Context: an optimization exercise on an open-source flow, tuned for small area and a short achievable clock period. The choices shown serve that exercise and are no tape-out recipe. Only simulation tests tie the RTL to the original design; equivalence was not proved. Power is estimated from default activity; no workload was simulated.

## FIR
module FIR(Dout, Din, clk, reset);
output	[17:0]	Dout;
input 	[7:0] 	Din;
input 		clk, reset;
reg [7:0] h1, h2, h3, h4, h5, h6, h7;
reg [15:0] R;
wire s1, c1;
HA u1 (.a(h2[0]), .b(h4[0]), .s(s1), .co(c1));
wire s2, c2;
FA u2 (.a(h2[1]), .b(h4[1]), .c(c1), .s(s2), .co(c2));
wire s3, c3;
FA u3 (.a(h2[2]), .b(h4[2]), .c(c2), .s(s3), .co(c3));
wire s4, c4;
FA u4 (.a(h2[3]), .b(h4[3]), .c(c3), .s(s4), .co(c4));
wire s5, c5;
FA u5 (.a(h2[4]), .b(h4[4]), .c(c4), .s(s5), .co(c5));
wire s6, c6;
FA u6 (.a(h2[5]), .b(h4[5]), .c(c5), .s(s6), .co(c6));
wire s7, c7;
FA u7 (.a(h2[6]), .b(h4[6]), .c(c6), .s(s7), .co(c7));
wire s8, c8;
FA u8 (.a(h2[7]), .b(h4[7]), .c(c7), .s(s8), .co(c8));
wire s9, c9;
FA u9 (.a(h6[0]), .b(h7[0]), .c(Din[0]), .s(s9), .co(c9));
wire n10 = ~s1;
wire s11, c11;
FA u11 (.a(h6[1]), .b(h7[1]), .c(n10), .s(s11), .co(c11));
wire s12, c12;
FA u12 (.a(s11), .b(Din[1]), .c(c9), .s(s12), .co(c12));
wire n13 = ~h7[2];
wire s14, c14;
FA u14 (.a(h3[0]), .b(n13), .c(h6[2]), .s(s14), .co(c14));
wire n15 = ~c11;
wire s16, c16;
FA u16 (.a(s14), .b(s2), .c(n15), .s(s16), .co(c16));
wire n17 = ~s16;
wire s18, c18;
FA u18 (.a(n17), .b(Din[2]), .c(c12), .s(s18), .co(c18));
wire s19, c19;
  ...
Settings: LEC_CHECK=0, ABC_CLOCK_PERIOD_IN_PS=2000, CAP_MARGIN=20, CORE_MARGIN=2, CORE_UTILIZATION=40, SLEW_MARGIN=20, SYNTH_HIERARCHICAL=1; clock period 13.0 ns.
standard.sh (not shown) runs the stock make flow with config.mk's settings and CLKGATE_MAP_FILE= SYNTH_SCRIPT=/design/flow/synth_recipe.tcl, a recipe that flattens the netlist after the stock synthesis.
==> flow/flow/run.sh <==
#!/bin/bash
# Layout flow: the standard flow (standard.sh), with its standard synthesis
# unchanged, then the layout steps with a larger setup margin for repair_timing,
# faster port buffers and a smaller clock tree. Each step's full output goes to
# a log in this folder.
set -euo pipefail
bash standard.sh synth > log_synth.txt 2>&1
bash standard.sh SETUP_SLACK_MARGIN=5.5 \
  "BUFFER_PORTS_ARGS=-buffer_cell sky130_fd_sc_hd__buf_2" \
  "CTS_ARGS=-sink_clustering_enable -repair_clock_nets -dont_use_dummy_load -buf_list sky130_fd_sc_hd__clkbuf_4 -root_buf sky130_fd_sc_hd__clkbuf_8 -sink_clustering_size 36 -sink_clustering_max_diameter 100" \
  finish > log_layout.txt 2>&1
The first run went through all stages and came out clean.
Next try:
--- a/flow/flow/run.sh
+++ b/flow/flow/run.sh
@@ -10 +10 @@
-  "CTS_ARGS=-sink_clustering_enable -repair_clock_nets -dont_use_dummy_load -buf_list sky130_fd_sc_hd__clkbuf_4 -root_buf sky130_fd_sc_hd__clkbuf_8 -sink_clustering_size 36 -sink_clustering_max_diameter 100" \
+  "CTS_ARGS=-sink_clustering_enable -repair_clock_nets -dont_use_dummy_load -buf_list sky130_fd_sc_hd__clkbuf_8 -sink_clustering_size 36 -sink_clustering_max_diameter 100" \
CORE_UTILIZATION = 65   (was 40)
After rerunning: Worst hold slack is better by 11 ps; sequential cell count does not change; sequential share of layout area is higher by 0.44 points; power is lower by 0.70%.
Next try:
--- a/flow/flow/run.sh
+++ b/flow/flow/run.sh
@@ -9 +9 @@
-  "BUFFER_PORTS_ARGS=-buffer_cell sky130_fd_sc_hd__buf_2" \
+  "BUFFER_PORTS_ARGS=-buffer_cell sky130_fd_sc_hd__buf_1" \
CORE_UTILIZATION = 40   (was 65)
What happened: The changed run finished with timing, DRC and antenna clean; clock skew drops by 9.4 ps; worst hold slack barely changes; clock power climbs by about 4%; cell area climbs by 1.8%; core utilization drops by 27 points; non-clock buffer count climbs by 1; sequential power is about the same; via count is about the same.

static timing again, ports no longer ideal:
In the flow no input, the clock included, has a driving cell. The finished layouts below were timed again as built, in two steps. Step 1 (the two cells are an assumption about what drives the block):
set clk [get_ports {clk}]
set_driving_cell -lib_cell sky130_fd_sc_hd__clkbuf_16 $clk
set_driving_cell -lib_cell sky130_fd_sc_hd__buf_2 [delete_from_list [all_inputs] $clk]
Step 2 moves the port delays by t, midway between the first and last clock arrival at a register: inputs arrive t later, outputs are due t later. That takes back most of the time a late clock gives input paths. a / b / c = ideal / step 1 / step 2; a / b = the first two.
run | shift t [ns] | setup slack, ns | worst register clock-pin slew, ns | worst data-port slew with drivers (ns) | cell pins on the clock port's net
the first run | 0.364 | 5.628 / 5.609 / 5.609 | 0.08 / 0.08 | 0.03 | 1
the second run | 0.355 | 5.671 / 5.651 / 5.651 | 0.09 / 0.09 | 0.03 | 1
the third run | 0.372 | 5.668 / 5.646 / 5.646 | 0.09 / 0.09 | 0.03 | 1
After both steps every run listed still meets setup and hold. The setup slack of the third run, which loses most, moves by -0.022 ns with the drivers and by -0.022 ns with both steps.
